Background: an optimization exercise with open tools, aiming at small area. Do not read the settings as production practice.
Function was checked by simulation only, so behaviour that the tests miss may differ from the original.
The clock port is modelled as an ideal driver; clocking choices that lean on that would not hold on a real chip.
Power figures rest on the tool's default switching activity, not on a simulated workload.

## uart_string_loopback
module uart_string_loopback (
    input  wire clk,
    input  wire rst_n,
    input  wire rx,
    output wire tx
);
reg  [255:0] ring;
reg  [7:0]   cnt;
reg  [4:0]   write_ptr;
reg  [4:0]   read_ptr;
wire       hb, valid, frame;
wire [2:0] label;
wire [3:0] tph;
function [4:0] nxt(input [4:0] p);
    nxt = {p[3:0], p[4] ^ p[2] ^ (p[3:0] == 4'd0)};
endfunction
wire [4:0] wp_next = nxt(write_ptr);
wire full   = wp_next == read_ptr;
wire empty  = write_ptr == read_ptr;
wire start  = ~frame & ~empty;
wire sent   = ~frame | (tph != 4'd15 && tph > {1'b0, label});
wire wen    = (cnt == {wp_next, label}) & (~full | sent);
wire din    = wen ? hb : ring[255];
wire cap    = cnt == {read_ptr, tph[2:0]};
uart_rx uart_rx_inst (
    .clk(clk),
    .rst_n(rst_n),
    .rx(rx),
    .label(label),
    .hb(hb),
    .valid(valid)
);
uart_tx uart_tx_inst (
    .clk(clk),
    .rst_n(rst_n),
    .start(start),
    .cap(cap),
    .din(din),
    .tph(tph),
    .frame(frame),
    .tx(tx)
);
always @(posedge clk) begin
  ...
For scale: about 4 I/O pins, roughly 0.0071 mm^2 of cells after synthesis.
clock: 20.0 ns
lec_check: 0
cap_margin: 20
core_margin: 2
core_utilization: 65
slew_margin: 20
standard.sh (not shown) runs the stock make flow with config.mk's settings and CLKGATE_MAP_FILE= SYNTH_SCRIPT=/design/flow/synth_recipe.tcl, a recipe that flattens the netlist after the stock synthesis.
==> flow/flow/run.sh <==
#!/bin/bash
# Own layout flow: the standard synthesis, its logic remapped for area (the
# flip-flops untouched), then the standard layout of that netlist. Each tool
# writes its own log here.
set -euo pipefail
W=$PWD
F=$W/flow
LIB=$FLOW_HOME/platforms/sky130hd/lib/sky130_fd_sc_hd__tt_025C_1v80.lib
R=orfs/results/$FLOW_PLATFORM/uart_string_loopback/base

bash standard.sh synth > log_synth.log 2>&1
cp $R/1_2_yosys.v std_synth.v

# remap with each ABC script (in parallel), then take the smallest netlist
# that is proven equal to the standard one; keep the standard netlist if none
python3 $F/mkmap.py $LIB std_synth.v std_map.v > log_mkmap.log 2>&1
NET=$W/std_synth.v
for a in $F/abc_*.abc; do
  n=$(basename $a .abc)
  RS_LIB=$LIB RS_IN=std_synth.v RS_TOP=$FLOW_TOP RS_MAP=std_map.v RS_ABC=$a \
    RS_OUT=rs_$n.v yosys -c $F/resynth.tcl > log_resynth_$n.log 2>&1 &
done
wait || true
for n in $(for l in log_resynth_*.log; do
             a=$(grep "Chip area" $l | tail -1 | awk '{print $NF}')
             [[ -n $a ]] && echo "$a ${l#log_resynth_}"
           done | sort -g | awk '{print $2}'); do
  n=${n%.log}
  if python3 $F/mkmap.py $LIB rs_$n.v rs_${n}_map.v > log_mkmap_$n.log 2>&1 \
     && RS_LIB=$LIB RS_IN=std_synth.v RS_OUT=rs_$n.v RS_TOP=$FLOW_TOP RS_MAP=std_map.v \
       RS_MAP2=rs_${n}_map.v RS_FFMAP=$F/ffmap.v yosys -c $F/equiv.tcl > log_equiv_$n.log 2>&1; then
    NET=$W/rs_$n.v
    break
  fi
done
echo "netlist: $NET"

mv orfs orfs_std
ARGS=("SYNTH_NETLIST_FILES=$NET")
if [[ -f $F/cts_args ]]; then
  ARGS+=("CTS_ARGS=$(cat $F/cts_args)")
fi
if [[ -f $F/make_args ]]; then
  while IFS= read -r line; do
    [[ -n $line ]] && ARGS+=("$line")
  done < $F/make_args
fi
# POST_CTS_TCL: a leaf clock buffer whose flip-flops see a slow clock edge
# gets a larger cell
ARGS+=("POST_CTS_TCL=$F/fixclk.tcl")
bash standard.sh "${ARGS[@]}" finish > log_layout.log 2>&1
test -f out/final.def
==> flow/flow/cts_args <==
-sink_clustering_enable -repair_clock_nets -dont_use_dummy_load -buf_list sky130_fd_sc_hd__clkbuf_4 -sink_clustering_size 13 -sink_clustering_max_diameter 44
Other scripts of this flow, unchanged in this note and not shown: flow/flow/abc_1.abc, flow/flow/abc_2.abc, flow/flow/abc_3.abc, flow/flow/abc_4.abc, flow/flow/equiv.tcl, flow/flow/ffmap.v, flow/flow/fixclk.tcl, flow/flow/make_args, flow/flow/mkmap.py, flow/flow/resynth.tcl
Next try:
==> flow/flow/cts_args (replaced) <==
-sink_clustering_enable -repair_clock_nets -dont_use_dummy_load -buf_list sky130_fd_sc_hd__clkbuf_4 -sink_clustering_size 14 -sink_clustering_max_diameter 40
Settings changed: CORE_UTILIZATION 65 to 70.
Effect: The changed run finished with timing, DRC and antenna clean; total power increases by 2.0%; clock power rose by about 7%; cell area rose by 0.38%; worst setup slack gains 21 ps; register-to-register slack got worse by 220 ps; sequential share of layout area drops by 0.31 points; clock-buffer cell count is lower by 2.
Next try:
==> flow/flow/cts_args (replaced) <==
-sink_clustering_enable -repair_clock_nets -dont_use_dummy_load -buf_list sky130_fd_sc_hd__clkbuf_4 -sink_clustering_size 12 -sink_clustering_max_diameter 46
Settings changed: CORE_UTILIZATION 70 to 60.
Via count does not change; global-route usage decreases by 3.5 points; total power decreases by 3.4%; worst setup slack is better by 21 ps; worst hold slack is better by 44 ps.
Next try:
==> flow/flow/cts_args (replaced) <==
-sink_clustering_enable -repair_clock_nets -dont_use_dummy_load -buf_list sky130_fd_sc_hd__clkbuf_4 -sink_clustering_size 12 -sink_clustering_max_diameter 40
Settings changed: CORE_UTILIZATION 60 to 72.
- sequential cell count does not change
- via count goes up by 1.6%
- count of clock-buffer cells in the layout stays the same
- fmax hardly moves
- final area goes down by 0.36%
Next try:
==> flow/flow/cts_args (replaced) <==
-sink_clustering_enable -repair_clock_nets -dont_use_dummy_load -buf_list sky130_fd_sc_hd__clkbuf_4 -sink_clustering_size 13 -sink_clustering_max_diameter 40
Settings changed: CORE_UTILIZATION 72 to 60.
Global-route usage decreases by 3.6 points. Power is higher by 1.5%. Synthesized cell count does not change. Die area increases by 19%. Final area climbs by about 0.6%. Sequential power is about the same. Clock skew decreases by 9.8 ps. Sequential cell count stays the same. Via count fell by 1.0%. First-iteration DRC count goes up by 27%.
Next try:
==> flow/flow/cts_args (replaced) <==
-sink_clustering_enable -repair_clock_nets -dont_use_dummy_load -buf_list sky130_fd_sc_hd__clkbuf_4 -sink_clustering_size 12 -sink_clustering_max_diameter 40
- The new run completed without violations
- setup slack improved by 34 ps
- clock power went down by about 3%
- sequential cell count stays the same
- core utilization went down by 0.14 points
- via count went down by 0.80%
- sequential power is about the same
- sequential share of layout area went up by 0.18 points

-- static timing again, ports no longer ideal --
The flow's constraints put no driver on any port. The routed layouts listed below were extracted and timed again, unchanged, in two steps.
Step 1 (the two cells are an assumption about what drives the block):
set clk [get_ports {clk}]
set_driving_cell -lib_cell sky130_fd_sc_hd__clkbuf_16 $clk
set_driving_cell -lib_cell sky130_fd_sc_hd__buf_2 [delete_from_list [all_inputs] $clk]
Step 2 times the ports against the registers' clock, not the clock port: input delays grow and output delays shrink by t, the midpoint of the rising clock arrivals with the driver on.
Three values: ideal, step 1, step 2; two values: the first two.
run | t, ns | setup slack, ns | hold WS [ns] | worst setup path at the end
the first run | 0.627 | 14.712 / 14.679 / 14.833 | 0.275 / 0.275 / 0.275 | input to register
the second run | 0.656 | 14.732 / 14.700 / 14.911 | 0.252 / 0.252 / 0.252 | input to register
the third run | 0.640 | 14.753 / 14.718 / 14.974 | 0.296 / 0.296 / 0.296 | input to register
the fourth run | 0.615 | 14.738 / 14.705 / 14.917 | 0.289 / 0.289 / 0.289 | input to register
the fifth run | 0.637 | 14.739 / 14.707 / 14.962 | 0.285 / 0.285 / 0.285 | input to register
the sixth run | 0.628 | 14.773 / 14.742 / 14.982 | 0.286 / 0.286 / 0.286 | input to register
After both steps every run listed still meets setup and hold.
